From an optimization exercise on the open Yosys and OpenROAD flow, aimed at small area; shortcuts taken in it are not production practice. Where RTL was checked, it was by simulation tests only, not by an equivalence proof against the original. Power and IR drop assume default switching activity.

==> inputs of run a <==
Design Pipeline_CPU, start of the top module:
module Pipeline_CPU(
    input clk,
    input rst,
    input[31:0] Data_in,
    input[31:0] inst_IF,
    output[31:0] PC_out_IF,
    output[31:0] PC_out_ID,
    output[31:0] inst_ID,
    output[31:0] PC_out_EX,
    output       MemRW_Ex,
    output       MemRW_Mem,
    output[31:0] Addr_out,
    output[31:0] Data_out,
    output[31:0] Data_out_WB
);
    wire [31:0] pc_if;
    wire [31:0] pc_id, inst_id, rs1_id, rs2_id;
    wire [3:0]  immtype_id;
    wire [31:0] pc_ex, rs1_ex, rs2_ex;
    wire [31:2] ir_ex;
    wire [3:0]  immtype_ex;
    wire [4:0]  rd_ex;
    wire        memrw_ex, memtoreg_ex, pctoreg_ex, regwrite_ex;
    wire [1:0]  br_ex;
    wire [31:0] target_ex, pc4_ex, alu_ex;
    wire [31:0] target_mem, pc4_mem, alu_mem, rs2_mem;
    wire [4:0]  rd_mem;
    wire [1:0]  br_mem;
    wire        memrw_mem, memtoreg_mem, pctoreg_mem, regwrite_mem;
    wire        pcsrc;
    wire [31:0] wb_next, wb_data;
    wire [4:0]  rd_wb;
    wire        regwrite_wb;
    Pipeline_IF Instruction_Fetch (
        .clk_IF(clk),
        .rst_IF(rst),
        .PC_in_IF(target_mem),
        .PCSrc(pcsrc),
        .PC_out_IF(pc_if)
    );
    IF_reg_ID IF_reg_ID (
        .clk_IFID(clk),
        .rst_IFID(rst),
        .PC_in_IFID(pc_if),
        .inst_in_IFID(inst_IF),
        .PC_out_IFID(pc_id),
        .inst_out_IFID(inst_id)
    );
    Pipeline_ID Instruction_Decoder (
        .clk_ID(clk),
        .rst_ID(rst),
        .RegWrite_in_ID(regwrite_wb),
        .Rd_addr_ID(rd_wb),
        .Wt_data_ID(wb_data),
        .Inst_in_ID(inst_id),
        .Rs1_out_ID(rs1_id),
        .Rs2_out_ID(rs2_id),
        .ImmType_ID(immtype_id)
    );
    ID_reg_Ex ID_reg_Ex (
        .clk_IDEX(clk),
        .rst_IDEX(rst),
        .PC_in_IDEX(pc_id),
        .inst_in_IDEX(inst_id),
        .ImmType_in_IDEX(immtype_id),
        .Rs1_in_IDEX(rs1_id),
        .Rs2_in_IDEX(rs2_id),
        .PC_out_IDEX(pc_ex),
        .inst_out_IDEX(ir_ex),
  ...
==> module ALU, before the edit <==
module ALU (
  input [31:0]  A,
  input [31:0]  B_n,          
  input [3:0]   ALU_operation,
  output [31:0] res
);
  wire [3:0] op = ALU_operation;
  wire sub_n = ~(op[2] & (op[3] | op[0]));
  wire c_and = op[3:1] == 3'b000;                    
  wire c_xor = op[3:2] == 2'b00 & (op[1] | op[0]);   
  wire s_sum = op[3:2] == 2'b01;
  wire s_sr  = op[3:2] == 2'b10 & op[0];
  wire s_sl  = op[3:2] == 2'b10 & ~op[0];
  wire s_lt  = op[3:2] == 2'b11;
  wire [31:0] g, p, sum;
  wire co;
  genvar i;
  generate
    for (i = 0; i < 32; i = i + 1) begin : pg
      wire bx;
      cell_xor2 x(.a(B_n[i]), .b(sub_n), .y(bx));    
      cell_ha h(.a(A[i]), .b(bx), .c(g[i]), .s(p[i]));
    end
  endgenerate
  alu_carry carry(.p(p), .g(g), .ci(~sub_n), .s(sum), .co(co));
  wire lt = op[0] ? ~co : (p[31] ? sum[31] : A[31]);
  wire lt_n;
  cell_nand2 ltn(.a(s_lt), .b(lt), .y(lt_n));
  wire [31:0] sr;
  alu_shift shifter(.A(A), .s_n(B_n[4:0]), .left(~op[0]), .sr(sr));
  alu_result result(.g(g), .p(p), .sum(sum), .sr(sr), .lt_n(lt_n),
                    .c_and(c_and), .c_xor(c_xor), .s_sum(s_sum), .s_sr(s_sr), .s_sl(s_sl), .res(res));
endmodule
==> module alu_shift, before the edit <==
module alu_shift(input [31:0] A, input [4:0] s_n, input left, output [31:0] sr);
  wire [31:0] v0, v1, v2, v3, v4, v5;
  wire [4:0] s;
  genvar k;
  generate
    for (k = 0; k < 5; k = k + 1) begin : si
      cell_inv i(.a(s_n[k]), .y(s[k]));
    end
  endgenerate
  alu_shift_rev r(.a(A), .left(left), .left_n(~left), .y(v0));
  alu_shift_stage #(.K(0), .INV(1)) s0(.v(v0), .s(s[0]), .s_n(s_n[0]), .y(v1));
  alu_shift_stage #(.K(1), .INV(0)) s1(.v(v1), .s(s[1]), .s_n(s_n[1]), .y(v2));
  alu_shift_stage #(.K(2), .INV(1)) s2(.v(v2), .s(s[2]), .s_n(s_n[2]), .y(v3));
  alu_shift_stage #(.K(3), .INV(0)) s3(.v(v3), .s(s[3]), .s_n(s_n[3]), .y(v4));
  alu_shift_stage #(.K(4), .INV(1)) s4(.v(v4), .s(s[4]), .s_n(s_n[4]), .y(v5));
  assign sr = v5;
endmodule
==> module alu_shift_rev, before the edit <==
module alu_shift_rev(input [31:0] a, input left, input left_n, output [31:0] y);
  genvar i;
  generate
    for (i = 0; i < 32; i = i + 1) begin : b
      assign y[i] = ~((left & a[31-i]) | (left_n & a[i]));
    end
  endgenerate
endmodule
==> module alu_shift_stage, before the edit <==
module alu_shift_stage #(parameter K = 0, parameter INV = 0) (
  input [31:0] v, input s, input s_n, output [31:0] y);    
  genvar i;
  generate
    for (i = 0; i < 32; i = i + 1) begin : b
      if (i + 2**K < 32) begin : m
        assign y[i] = ~((s & v[i + 2**K]) | (s_n & v[i]));
      end else if (INV) begin : z
        assign y[i] = ~(s | (s_n & v[i]));
      end else begin : z
        assign y[i] = ~(s_n & v[i]);
      end
    end
  endgenerate
endmodule
==> module alu_result, before the edit <==
module alu_result(
  input [31:0] g, p, sum, sr, input lt_n,
  input c_and, c_xor, s_sum, s_sr, s_sl,
  output [31:0] res);
  genvar i;
  generate
    for (i = 0; i < 32; i = i + 1) begin : b
      wire n1 = ~((c_and & g[i]) | (c_xor & p[i]));
      wire n2 = ~((s_sum & sum[i]) | (s_sr & sr[i]) | (s_sl & sr[31-i]));
      if (i == 0) begin : b0
        assign res[i] = ~(n1 & n2 & lt_n);
      end else begin : bn
        assign res[i] = ~(n1 & n2);
      end
    end
  endgenerate
endmodule
==> module Pipeline_Ex, before the edit <==
module Pipeline_Ex(
    input [31:0] PC_in_EX,
    input [31:2] Inst_in_EX,
    input [3:0] ImmType_in_EX,
    input [31:0] Rs1_in_EX,
    input [31:0] Rs2_in_EX,
    output [31:0] PC_out_EX,
    output [31:0] PC4_out_EX,
    output [31:0] ALU_out_EX,
    output [4:0] Rd_addr_EX,
    output [1:0] Br_EX,
    output MemRW_EX,
    output MemtoReg_EX,
    output PCtoReg_EX,
    output RegWrite_EX
);
wire [31:0] imm;
wire alusrc;
wire [3:0] aluctl;
ImmGen ImmGen_0(
    .ImmType(ImmType_in_EX),
    .inst_field(Inst_in_EX),
    .Imm_out(imm)
);
SCPU_ctrl SCPU_ctrl_0(
    .OPcode(Inst_in_EX[6:2]),
    .Fun3(Inst_in_EX[14:12]),
    .Fun7(Inst_in_EX[30]),
    .ALUSrc_B(alusrc),
    .MemtoReg(MemtoReg_EX),
    .PCtoReg(PCtoReg_EX),
    .Br(Br_EX),
    .RegWrite(RegWrite_EX),
    .MemRW(MemRW_EX),
    .ALU_Control(aluctl)
);
assign Rd_addr_EX = Inst_in_EX[11:7];
add_32 target(
    .a(PC_in_EX),
    .b(imm),
    .ci(1'b0),
    .co(),
    .c(PC_out_EX)
);
inc30 pc4(.a(PC_in_EX), .y(PC4_out_EX));
wire [31:0] b_n;
bmux bsel(.rs2(Rs2_in_EX), .imm(imm), .s(alusrc), .s_n(~alusrc), .y_n(b_n));
ALU alu_inst(
    .A(Rs1_in_EX),
    .B_n(b_n),
    .ALU_operation(aluctl),
    .res(ALU_out_EX)
);
endmodule
==> module bmux, before the edit <==
module bmux(input [31:0] rs2, imm, input s, input s_n, output [31:0] y_n);    
    assign y_n = ~((imm & {32{s}}) | (rs2 & {32{s_n}}));
endmodule
clock: 6.3 ns
lec_check: 0
cap_margin: 20
core_margin: 2
core_utilization: 60
gpl_timing_driven: 0
slew_margin: 20
synth_hierarchical: 1
standard.sh (not shown) runs the stock make flow with config.mk's settings and CLKGATE_MAP_FILE= SYNTH_SCRIPT=/design/flow/synth_recipe.tcl, a recipe that flattens the netlist after the stock synthesis.
==> flow/flow/run.sh <==
#!/bin/bash
# Layout flow: the standard flow (standard.sh) with these changes:
#  - the port buffers are the smallest buffer cell (buf_1);
#  - the clock tree is built from clkbuf_8 in clusters of at most 16
#    sinks, without dummy loads;
#  - the larger buffers (buf_6 and up) are not used, so that repair
#    buffers the high-fanout nets with small buffers;
#  - the buffers synthesis made are removed before placement
#    (REMOVE_ABC_BUFFERS), as the standard flow's timing-driven
#    placement would.
# Each step's full log is under orfs/logs; standard.sh's own output goes
# to standard.log.
set -e
PLATFORM_DONT_USE="$(sed -n '/^export DONT_USE_CELLS += /,/^#/p' $FLOW_HOME/platforms/sky130hd/config.mk | grep -o 'sky130_fd_sc_hd__[a-z0-9_]*' | tr '\n' ' ')"
EXTRA_DONT_USE="sky130_fd_sc_hd__buf_6 sky130_fd_sc_hd__buf_8 sky130_fd_sc_hd__buf_12 sky130_fd_sc_hd__buf_16 sky130_fd_sc_hd__bufbuf_8 sky130_fd_sc_hd__bufbuf_16"
export BUFFER_PORTS_ARGS="-buffer_cell sky130_fd_sc_hd__buf_1"
export CTS_ARGS="-sink_clustering_enable -repair_clock_nets -buf_list sky130_fd_sc_hd__clkbuf_8 -sink_clustering_size 16 -sink_clustering_max_diameter 50 -dont_use_dummy_load"
bash standard.sh "DONT_USE_CELLS=$PLATFORM_DONT_USE $EXTRA_DONT_USE" REMOVE_ABC_BUFFERS=1 finish > standard.log 2>&1
==> inputs of run b, as changes to run a <==
--- a/flow/design.v
+++ b/flow/design.v
@@ -368,4 +368,14 @@
   alu_shift shifter(.A(A), .s_n(B_n[4:0]), .left(~op[0]), .sr(sr));
-  alu_result result(.g(g), .p(p), .sum(sum), .sr(sr), .lt_n(lt_n),
-                    .c_and(c_and), .c_xor(c_xor), .s_sum(s_sum), .s_sr(s_sr), .s_sl(s_sl), .res(res));
+  generate
+    for (i = 0; i < 32; i = i + 1) begin : rb
+      wire n1, n2;
+      cell_aoi222 l(.a1(c_and), .a2(g[i]), .b1(c_xor), .b2(p[i]), .c1(1'b0), .c2(1'b0), .y(n1));
+      cell_aoi222 m(.a1(s_sum), .a2(sum[i]), .b1(s_sr), .b2(sr[i]), .c1(s_sl), .c2(sr[31-i]), .y(n2));
+      if (i == 0) begin : b0
+        cell_nand3 o(.a(n1), .b(n2), .c(lt_n), .y(res[i]));
+      end else begin : bn
+        cell_nand2 o(.a(n1), .b(n2), .y(res[i]));
+      end
+    end
+  endgenerate
 endmodule
@@ -399,54 +409,19 @@
 module alu_shift(input [31:0] A, input [4:0] s_n, input left, output [31:0] sr);
-  wire [31:0] v0, v1, v2, v3, v4, v5;
+  wire [31:0] v [0:5];
   wire [4:0] s;
-  genvar k;
-  generate
-    for (k = 0; k < 5; k = k + 1) begin : si
-      cell_inv i(.a(s_n[k]), .y(s[k]));
-    end
-  endgenerate
-  alu_shift_rev r(.a(A), .left(left), .left_n(~left), .y(v0));
-  alu_shift_stage #(.K(0), .INV(1)) s0(.v(v0), .s(s[0]), .s_n(s_n[0]), .y(v1));
-  alu_shift_stage #(.K(1), .INV(0)) s1(.v(v1), .s(s[1]), .s_n(s_n[1]), .y(v2));
-  alu_shift_stage #(.K(2), .INV(1)) s2(.v(v2), .s(s[2]), .s_n(s_n[2]), .y(v3));
-  alu_shift_stage #(.K(3), .INV(0)) s3(.v(v3), .s(s[3]), .s_n(s_n[3]), .y(v4));
-  alu_shift_stage #(.K(4), .INV(1)) s4(.v(v4), .s(s[4]), .s_n(s_n[4]), .y(v5));
-  assign sr = v5;
-endmodule
-module alu_shift_rev(input [31:0] a, input left, input left_n, output [31:0] y);
-  genvar i;
-  generate
-    for (i = 0; i < 32; i = i + 1) begin : b
-      assign y[i] = ~((left & a[31-i]) | (left_n & a[i]));
-    end
-  endgenerate
-endmodule
-module alu_shift_stage #(parameter K = 0, parameter INV = 0) (
-  input [31:0] v, input s, input s_n, output [31:0] y);    
-  genvar i;
+  genvar i, k;
   generate
-    for (i = 0; i < 32; i = i + 1) begin : b
-      if (i + 2**K < 32) begin : m
-        assign y[i] = ~((s & v[i + 2**K]) | (s_n & v[i]));
-      end else if (INV) begin : z
-        assign y[i] = ~(s | (s_n & v[i]));
-      end else begin : z
-        assign y[i] = ~(s_n & v[i]);
-      end
+    for (i = 0; i < 32; i = i + 1) begin : r
+      cell_mux2i m(.a0(A[i]), .a1(A[31-i]), .s(left), .y(v[0][i]));   
     end
-  endgenerate
-endmodule
-module alu_result(
-  input [31:0] g, p, sum, sr, input lt_n,
-  input c_and, c_xor, s_sum, s_sr, s_sl,
-  output [31:0] res);
-  genvar i;
-  generate
-    for (i = 0; i < 32; i = i + 1) begin : b
-      wire n1 = ~((c_and & g[i]) | (c_xor & p[i]));
-      wire n2 = ~((s_sum & sum[i]) | (s_sr & sr[i]) | (s_sl & sr[31-i]));
-      if (i == 0) begin : b0
-        assign res[i] = ~(n1 & n2 & lt_n);
-      end else begin : bn
-        assign res[i] = ~(n1 & n2);
+    for (k = 0; k < 5; k = k + 1) begin : st
+      cell_inv si(.a(s_n[k]), .y(s[k]));
+      for (i = 0; i < 32; i = i + 1) begin : b
+        if (i + 2**k < 32) begin : m
+          cell_mux2i m(.a0(v[k][i + 2**k]), .a1(v[k][i]), .s(s_n[k]), .y(v[k+1][i]));
+        end else if (k % 2 == 0) begin : z
+          cell_nor2 z(.a(s[k]), .b(v[k][i]), .y(v[k+1][i]));
+        end else begin : z
+          cell_nand2 z(.a(s_n[k]), .b(v[k][i]), .y(v[k+1][i]));
+        end
       end
@@ -454,2 +429,3 @@
   endgenerate
+  assign sr = v[5];
 endmodule
@@ -501,3 +477,8 @@
 wire [31:0] b_n;
-bmux bsel(.rs2(Rs2_in_EX), .imm(imm), .s(alusrc), .s_n(~alusrc), .y_n(b_n));
+genvar i;
+generate
+    for (i = 0; i < 32; i = i + 1) begin : bsel
+        cell_mux2i m(.a0(Rs2_in_EX[i]), .a1(imm[i]), .s(alusrc), .y(b_n[i]));
+    end
+endgenerate
 ALU alu_inst(
@@ -509,5 +490,2 @@
 endmodule
-module bmux(input [31:0] rs2, imm, input s, input s_n, output [31:0] y_n);    
-    assign y_n = ~((imm & {32{s}}) | (rs2 & {32{s_n}}));
-endmodule
 module Ex_reg_Mem(
==> flow/flow/run.sh (replaced) <==
#!/bin/bash
# Layout flow: the standard flow (standard.sh) with three changes:
#  - the port buffers are the smallest buffer cell (buf_1);
#  - the clock tree is built from clkbuf_8 in clusters of at most 16
#    sinks, without dummy loads;
#  - after global routing, gates off the critical paths are downsized
#    (RECOVER_POWER);
#  - the largest buffers (buf_8 and up) are not used, so that repair
#    buffers the high-fanout nets with small buffers.
# Each step's full log is under orfs/logs; standard.sh's own output goes
# to standard.log.
set -e
PLATFORM_DONT_USE="$(sed -n '/^export DONT_USE_CELLS += /,/^#/p' $FLOW_HOME/platforms/sky130hd/config.mk | grep -o 'sky130_fd_sc_hd__[a-z0-9_]*' | tr '\n' ' ')"
EXTRA_DONT_USE="sky130_fd_sc_hd__buf_8 sky130_fd_sc_hd__buf_12 sky130_fd_sc_hd__buf_16 sky130_fd_sc_hd__bufbuf_8 sky130_fd_sc_hd__bufbuf_16"
export BUFFER_PORTS_ARGS="-buffer_cell sky130_fd_sc_hd__buf_1"
export CTS_ARGS="-sink_clustering_enable -repair_clock_nets -buf_list sky130_fd_sc_hd__clkbuf_8 -sink_clustering_size 16 -sink_clustering_max_diameter 50 -dont_use_dummy_load"
bash standard.sh "DONT_USE_CELLS=$PLATFORM_DONT_USE $EXTRA_DONT_USE" RECOVER_POWER=100 finish > standard.log 2>&1
==> inputs of run c, as changes to run a <==
--- a/flow/design.v
+++ b/flow/design.v
@@ -340,3 +340,3 @@
   input [31:0]  A,
-  input [31:0]  B_n,          
+  input [31:0]  B,
   input [3:0]   ALU_operation,
@@ -345,3 +345,3 @@
   wire [3:0] op = ALU_operation;
-  wire sub_n = ~(op[2] & (op[3] | op[0]));
+  wire sub = op[2] & (op[3] | op[0]);
   wire c_and = op[3:1] == 3'b000;                    
@@ -358,3 +358,3 @@
       wire bx;
-      cell_xor2 x(.a(B_n[i]), .b(sub_n), .y(bx));    
+      cell_xor2 x(.a(B[i]), .b(sub), .y(bx));
       cell_ha h(.a(A[i]), .b(bx), .c(g[i]), .s(p[i]));
@@ -362,3 +362,3 @@
   endgenerate
-  alu_carry carry(.p(p), .g(g), .ci(~sub_n), .s(sum), .co(co));
+  alu_carry carry(.p(p), .g(g), .ci(sub), .s(sum), .co(co));
   wire lt = op[0] ? ~co : (p[31] ? sum[31] : A[31]);
@@ -367,5 +367,15 @@
   wire [31:0] sr;
-  alu_shift shifter(.A(A), .s_n(B_n[4:0]), .left(~op[0]), .sr(sr));
-  alu_result result(.g(g), .p(p), .sum(sum), .sr(sr), .lt_n(lt_n),
-                    .c_and(c_and), .c_xor(c_xor), .s_sum(s_sum), .s_sr(s_sr), .s_sl(s_sl), .res(res));
+  alu_shift shifter(.A(A), .s(B[4:0]), .left(~op[0]), .sr(sr));
+  generate
+    for (i = 0; i < 32; i = i + 1) begin : rb
+      wire n1, n2;
+      cell_aoi22 l(.a1(c_and), .a2(g[i]), .b1(c_xor), .b2(p[i]), .y(n1));
+      cell_aoi222 m(.a1(s_sum), .a2(sum[i]), .b1(s_sr), .b2(sr[i]), .c1(s_sl), .c2(sr[31-i]), .y(n2));
+      if (i == 0) begin : b0
+        cell_nand3 o(.a(n1), .b(n2), .c(lt_n), .y(res[i]));
+      end else begin : bn
+        cell_nand2 o(.a(n1), .b(n2), .y(res[i]));
+      end
+    end
+  endgenerate
 endmodule
@@ -398,55 +408,20 @@
 endmodule
-module alu_shift(input [31:0] A, input [4:0] s_n, input left, output [31:0] sr);
-  wire [31:0] v0, v1, v2, v3, v4, v5;
-  wire [4:0] s;
-  genvar k;
-  generate
-    for (k = 0; k < 5; k = k + 1) begin : si
-      cell_inv i(.a(s_n[k]), .y(s[k]));
-    end
-  endgenerate
-  alu_shift_rev r(.a(A), .left(left), .left_n(~left), .y(v0));
-  alu_shift_stage #(.K(0), .INV(1)) s0(.v(v0), .s(s[0]), .s_n(s_n[0]), .y(v1));
-  alu_shift_stage #(.K(1), .INV(0)) s1(.v(v1), .s(s[1]), .s_n(s_n[1]), .y(v2));
-  alu_shift_stage #(.K(2), .INV(1)) s2(.v(v2), .s(s[2]), .s_n(s_n[2]), .y(v3));
-  alu_shift_stage #(.K(3), .INV(0)) s3(.v(v3), .s(s[3]), .s_n(s_n[3]), .y(v4));
-  alu_shift_stage #(.K(4), .INV(1)) s4(.v(v4), .s(s[4]), .s_n(s_n[4]), .y(v5));
-  assign sr = v5;
-endmodule
-module alu_shift_rev(input [31:0] a, input left, input left_n, output [31:0] y);
-  genvar i;
-  generate
-    for (i = 0; i < 32; i = i + 1) begin : b
-      assign y[i] = ~((left & a[31-i]) | (left_n & a[i]));
-    end
-  endgenerate
-endmodule
-module alu_shift_stage #(parameter K = 0, parameter INV = 0) (
-  input [31:0] v, input s, input s_n, output [31:0] y);    
-  genvar i;
+module alu_shift(input [31:0] A, input [4:0] s, input left, output [31:0] sr);
+  wire [31:0] v [0:5];
+  wire [4:0] sn;
+  genvar i, k;
   generate
-    for (i = 0; i < 32; i = i + 1) begin : b
-      if (i + 2**K < 32) begin : m
-        assign y[i] = ~((s & v[i + 2**K]) | (s_n & v[i]));
-      end else if (INV) begin : z
-        assign y[i] = ~(s | (s_n & v[i]));
-      end else begin : z
-        assign y[i] = ~(s_n & v[i]);
-      end
+    for (i = 0; i < 32; i = i + 1) begin : r
+      cell_mux2i m(.a0(A[i]), .a1(A[31-i]), .s(left), .y(v[0][i]));   
     end
-  endgenerate
-endmodule
-module alu_result(
-  input [31:0] g, p, sum, sr, input lt_n,
-  input c_and, c_xor, s_sum, s_sr, s_sl,
-  output [31:0] res);
-  genvar i;
-  generate
-    for (i = 0; i < 32; i = i + 1) begin : b
-      wire n1 = ~((c_and & g[i]) | (c_xor & p[i]));
-      wire n2 = ~((s_sum & sum[i]) | (s_sr & sr[i]) | (s_sl & sr[31-i]));
-      if (i == 0) begin : b0
-        assign res[i] = ~(n1 & n2 & lt_n);
-      end else begin : bn
-        assign res[i] = ~(n1 & n2);
+    for (k = 0; k < 5; k = k + 1) begin : st
+      cell_inv si(.a(s[k]), .y(sn[k]));
+      for (i = 0; i < 32; i = i + 1) begin : b
+        if (i + 2**k < 32) begin : m
+          cell_mux2i m(.a0(v[k][i]), .a1(v[k][i + 2**k]), .s(s[k]), .y(v[k+1][i]));
+        end else if (k % 2 == 0) begin : z
+          cell_nor2 z(.a(s[k]), .b(v[k][i]), .y(v[k+1][i]));
+        end else begin : z
+          cell_nand2 z(.a(sn[k]), .b(v[k][i]), .y(v[k+1][i]));
+        end
       end
@@ -454,2 +429,3 @@
   endgenerate
+  assign sr = v[5];
 endmodule
@@ -500,7 +476,5 @@
 inc30 pc4(.a(PC_in_EX), .y(PC4_out_EX));
-wire [31:0] b_n;
-bmux bsel(.rs2(Rs2_in_EX), .imm(imm), .s(alusrc), .s_n(~alusrc), .y_n(b_n));
 ALU alu_inst(
     .A(Rs1_in_EX),
-    .B_n(b_n),
+    .B(alusrc ? imm : Rs2_in_EX),
     .ALU_operation(aluctl),
@@ -509,5 +483,2 @@
 endmodule
-module bmux(input [31:0] rs2, imm, input s, input s_n, output [31:0] y_n);    
-    assign y_n = ~((imm & {32{s}}) | (rs2 & {32{s_n}}));
-endmodule
 module Ex_reg_Mem(
==> flow/flow/run.sh (replaced) <==
#!/bin/bash
# Layout flow: the standard flow (standard.sh) with three changes:
#  - the port buffers are the smallest buffer cell (buf_1);
#  - the clock tree is built from clkbuf_8 in clusters of at most 16
#    sinks, without dummy loads;
#  - the largest buffers (buf_8 and up) are not used, so that repair
#    buffers the high-fanout nets with small buffers.
# Each step's full log is under orfs/logs; standard.sh's own output goes
# to standard.log.
set -e
PLATFORM_DONT_USE="$(sed -n '/^export DONT_USE_CELLS += /,/^#/p' $FLOW_HOME/platforms/sky130hd/config.mk | grep -o 'sky130_fd_sc_hd__[a-z0-9_]*' | tr '\n' ' ')"
EXTRA_DONT_USE="sky130_fd_sc_hd__buf_8 sky130_fd_sc_hd__buf_12 sky130_fd_sc_hd__buf_16 sky130_fd_sc_hd__bufbuf_8 sky130_fd_sc_hd__bufbuf_16"
export BUFFER_PORTS_ARGS="-buffer_cell sky130_fd_sc_hd__buf_1"
export CTS_ARGS="-sink_clustering_enable -repair_clock_nets -buf_list sky130_fd_sc_hd__clkbuf_8 -sink_clustering_size 16 -sink_clustering_max_diameter 50 -dont_use_dummy_load"
bash standard.sh "DONT_USE_CELLS=$PLATFORM_DONT_USE $EXTRA_DONT_USE" finish > standard.log 2>&1
==> results.txt <==
item	run a	run b	run c
Number of inserted diodes	9	15	15
Worst path most repeated cell	sky130_fd_sc_hd__nor4_4	-	sky130_fd_sc_hd__o31ai_4
Headroom to the max-slew limit	14.38%	-112.8%	9.296%
Cell internal pwr	13890 uW	13830 uW	14060 uW
H-tree depth	3	3	4
Switching share of power	30.17%	29.50%	29.49%
Leakage power	0.02342 uW	0.02475 uW	0.02436 uW
Arrival time reported for the critical path endpoint	4.85 ns	4.88 ns	4.91 ns
TritonCTS Buffers	120	120	131
Pre-antenna DRT Iters	15	14	14
Status	complete, no violations	complete, but fails checks	complete, no violations
Reasons for failing layout checks	-	max-capacitance violations, max-slew violations	-
Cells after synthesis	3648	3579	3573
Final clock period utilization by the worst path	97.04%	97.53%	97.95%
Via count of the first global-routing pass	41380	42190	41760
Area overhead of the layout relative to synthesis	8.852%	11.45%	11.26%
Slowest library cell on the worst path	sky130_fd_sc_hd__nor2b_1	sky130_fd_sc_hd__ha_1	sky130_fd_sc_hd__nand3_1
Detailed route wirelength on metal2	95.57 mm	97.74 mm	96.56 mm
Number of clock buffers in the layout	120	120	131
Gates resized, CTS repair	7	7	5
Per-cell via count in the routed design	7.995	7.883	7.934
No functional check of the RTL was part of run b and run c.

[re-timing with driven ports]
How much do the figures lean on ideal ports? The routed layouts below were timed once more, with nothing changed but the port constraints.
Step 1 sets driving cells, clkbuf_16 on the clock port and buf_2 on the other inputs (assumed; they add their load-dependent delay and slew).
Step 2 moves the port delays by t, midway between the first and last clock arrival at a register: inputs arrive t later, outputs are due t later. That takes back most of the time a late clock gives input paths.
Three values: ideal ports, drivers, drivers and shift; two values: the first two.
| run | t, ns | slack for setup (ns) | worst setup path after step 2 | cell pins on the clock port's net |
|---|---|---|---|---|
| run a | 0.854 | 0.186 / 0.122 / 0.264 | register to register | 1 |
| run b | 0.911 | 0.156 / 0.081 / 0.240 | register to register | 1 |
| run c | 0.917 | 0.129 / 0.066 / 0.225 | register to register | 1 |
